What follows belongs to an exercise in optimizing a design on an open flow for small area; a production flow would make more cautious choices. Function was checked by simulation only, so behaviour that the tests miss may differ from the original. No activity file was given, so power comes from the tool's default toggle rates.

==> flow/design.v <==
module Lab3CA_toplevel(Dc, write, rs1, rs2, rd, clk, reset, Da, Db);
input [31:0] Dc;
input write, clk, reset;
input [4:0] rs1, rs2, rd;
output wire [31:0] Da, Db;
wire [31:0] ld [0:1], hd [0:1], sa [0:1], sb [0:1], Dz [0:1];
wire [31:0] ld_n, hd_n, sa_n, sb_n;
wire [31:0] Dz_n;
wire [1023:0] q;
wire reset_n;
Inv irst(.a(reset), .y(reset_n));
WrDecode wdec(.rd(rd), .write(write), .ld_n(ld_n));
DataGate dgate(.Dc(Dc), .reset_n(reset_n), .Dz_n(Dz_n));
RdDecode adec(.rs(rs1), .sel_n(sa_n));
RdDecode bdec(.rs(rs2), .sel_n(sb_n));
genvar i, j;
generate
for (i = 0; i < 32; i = i + 1) begin : drv
	Nand2 nh(.a1(ld_n[i]), .a2(reset_n), .y(hd_n[i]));
	for (j = 0; j < 2; j = j + 1) begin : h
		Inv il(.a(ld_n[i]), .y(ld[j][i]));
		Inv ih(.a(hd_n[i]), .y(hd[j][i]));
		Inv id(.a(Dz_n[i]), .y(Dz[j][i]));
		Inv ia(.a(sa_n[i]), .y(sa[j][i]));
		Inv ib(.a(sb_n[i]), .y(sb[j][i]));
	end
end
for (i = 0; i < 32; i = i + 1) begin : g
	reg [31:0] r;
	wire [31:0] nx;
	for (j = 0; j < 32; j = j + 1) begin : b
		AndOr22 u(.a1(ld[j/16][i]), .a2(Dz[i/16][j]), .b1(hd[j/16][i]), .b2(r[j]), .y(nx[j]));
	end
	always @(posedge clk)
		r <= nx;
	assign q[32*i +: 32] = r;
end
for (j = 0; j < 32; j = j + 1) begin : m
	wire [31:0] ca, cb;
	for (i = 0; i < 32; i = i + 1) begin : c
		assign ca[i] = q[32*i + j];
	end
	ReadBit ra(.sel(sa[j/16]), .d(ca), .y(Da[j]));
	ReadBit rb(.sel(sb[j/16]), .d(ca), .y(Db[j]));
end
endgenerate
endmodule
module WrDecode(rd, write, ld_n);
input [4:0] rd;
input write;
output [31:0] ld_n;
genvar i;
generate
for (i = 0; i < 32; i = i + 1) begin : g
	assign ld_n[i] = ~(write & (rd == i));
end
endgenerate
endmodule
module DataGate(Dc, reset_n, Dz_n);
input [31:0] Dc;
input reset_n;
output [31:0] Dz_n;
assign Dz_n = ~(Dc & {32{reset_n}});
endmodule
module RdDecode(rs, sel_n);
input [4:0] rs;
output [31:0] sel_n;
genvar i;
generate
for (i = 0; i < 32; i = i + 1) begin : g
	assign sel_n[i] = ~(rs == i);
end
endgenerate
endmodule
module Inv(a, y);
input a;
output y;
assign y = ~a;
endmodule
module AndOr22(a1, a2, b1, b2, y);
input a1, a2, b1, b2;
output y;
assign y = (a1 & a2) | (b1 & b2);
endmodule
module Aoi222(a1, a2, b1, b2, c1, c2, y);
input a1, a2, b1, b2, c1, c2;
output y;
assign y = ~((a1 & a2) | (b1 & b2) | (c1 & c2));
endmodule
module Nand4(a1, a2, a3, a4, y);
input a1, a2, a3, a4;
output y;
assign y = ~(a1 & a2 & a3 & a4);
endmodule
module Nand2(a1, a2, y);
input a1, a2;
output y;
assign y = ~(a1 & a2);
endmodule
module RedTail(p0, p1, n8, n9, s30, d30, s31, d31, y);
input p0, p1, n8, n9, s30, d30, s31, d31;
output y;
assign y = p0 | p1 | ~(n8 & n9) | (s30 & d30) | (s31 & d31);
endmodule
module ReadBit(sel, d, y);
input [31:0] sel, d;
output y;
wire [9:0] n;
wire [1:0] p;
genvar k;
generate
for (k = 0; k < 10; k = k + 1) begin : t3
	Aoi222 u(.a1(sel[3*k]), .a2(d[3*k]), .b1(sel[3*k+1]), .b2(d[3*k+1]),
	         .c1(sel[3*k+2]), .c2(d[3*k+2]), .y(n[k]));
end
endgenerate
Nand4 r0(.a1(n[0]), .a2(n[1]), .a3(n[2]), .a4(n[3]), .y(p[0]));
Nand4 r1(.a1(n[4]), .a2(n[5]), .a3(n[6]), .a4(n[7]), .y(p[1]));
RedTail r2(.p0(p[0]), .p1(p[1]), .n8(n[8]), .n9(n[9]), .s30(sel[30]), .d30(d[30]),
           .s31(sel[31]), .d31(d[31]), .y(y));
endmodule
export LEC_CHECK = 0
export CAP_MARGIN = 20
export CORE_MARGIN = 2
export CORE_UTILIZATION = 45
export CTS_BUF_LIST = sky130_fd_sc_hd__clkbuf_16
export CTS_CLUSTER_DIAMETER = 100
export CTS_CLUSTER_SIZE = 24
export SETUP_SLACK_MARGIN = 0.3
export SLEW_MARGIN = 20
export SYNTH_HIERARCHICAL = 1
create_clock -name core_clock -period 6.0 [get_ports {clk}]
run.sh (not shown) runs the stock make flow with config.mk's settings and CLKGATE_MAP_FILE= SYNTH_SCRIPT=/design/flow/synth_recipe.tcl, a recipe that flattens the netlist after the stock synthesis.
Then changed:
==> flow/flow/run.sh (new file) <==
#!/bin/bash
# Standard ORFS layout (the standard.sh, standard synthesis unchanged),
# with the port buffers made from the smallest buffer cell.
set -uo pipefail
export BUFFER_PORTS_ARGS="-buffer_cell sky130_fd_sc_hd__buf_1"
bash standard.sh finish > standard_flow.log 2>&1
==> flow/standard.sh (new file) <==
#!/bin/bash
# synth_recipe.tcl (not shown) runs the flow's synth.tcl, then flattens the netlist and writes it again
# the make line also repeats each setting of config.mk as NAME=value (left out here)
make -C /OpenROAD-flow-scripts/flow DESIGN_CONFIG=/design/flow/config.mk WORK_HOME=/design/flow/orfs CLKGATE_MAP_FILE= SYNTH_SCRIPT=/design/flow/synth_recipe.tcl "${@:-finish}"
--- a/flow/config.mk
+++ b/flow/config.mk
@@ -12,5 +12,5 @@
 export CTS_CLUSTER_DIAMETER = 100
 export CTS_CLUSTER_SIZE = 24
-export SETUP_SLACK_MARGIN = 0.3
+export SETUP_SLACK_MARGIN = 0.1
 export SLEW_MARGIN = 20
 export SYNTH_HIERARCHICAL = 1
removed: flow/run.sh
What happened: Wire length stays flat. Global-route usage came out lower by 0.30 points. Non-clock buffer count came out lower by 47. Sequential power is about the same. Worst setup slack gets better by 0.43 ns. Clock skew stays the same. Clock power came out lower by about 1%. Synthesized cell count is unchanged.

[what the ideal ports hide]
The flow's constraints put no driver on any port. The routed layouts listed below were extracted and timed again, unchanged, in two steps. Step 1: set_driving_cell puts a clkbuf_16 on clk and a buf_2 on each other input, an assumption about the parent block. Step 2, shift: input delay + t, output delay - t, t = (earliest + latest rising clock arrival at the registers) / 2. This alone moves slack from input paths to output paths. Three values: ideal ports, drivers, drivers and shift; two values: the first two.
| run | t (ns) | slack for setup (ns) | slew at the worst register clock pin (ns) | worst slew at a driven data input, ns |
|---|---|---|---|---|
| the first run | 0.694 | 0.205 / 0.178 / 0.178 | 0.10 / 0.10 | 0.05 |
| the second run | 0.692 | 0.631 / 0.581 / 0.581 | 0.10 / 0.10 | 0.05 |
After both steps every run listed still meets setup and hold. The setup slack of the second run, which loses most, moves by -0.050 ns with the drivers and by -0.050 ns with both steps.
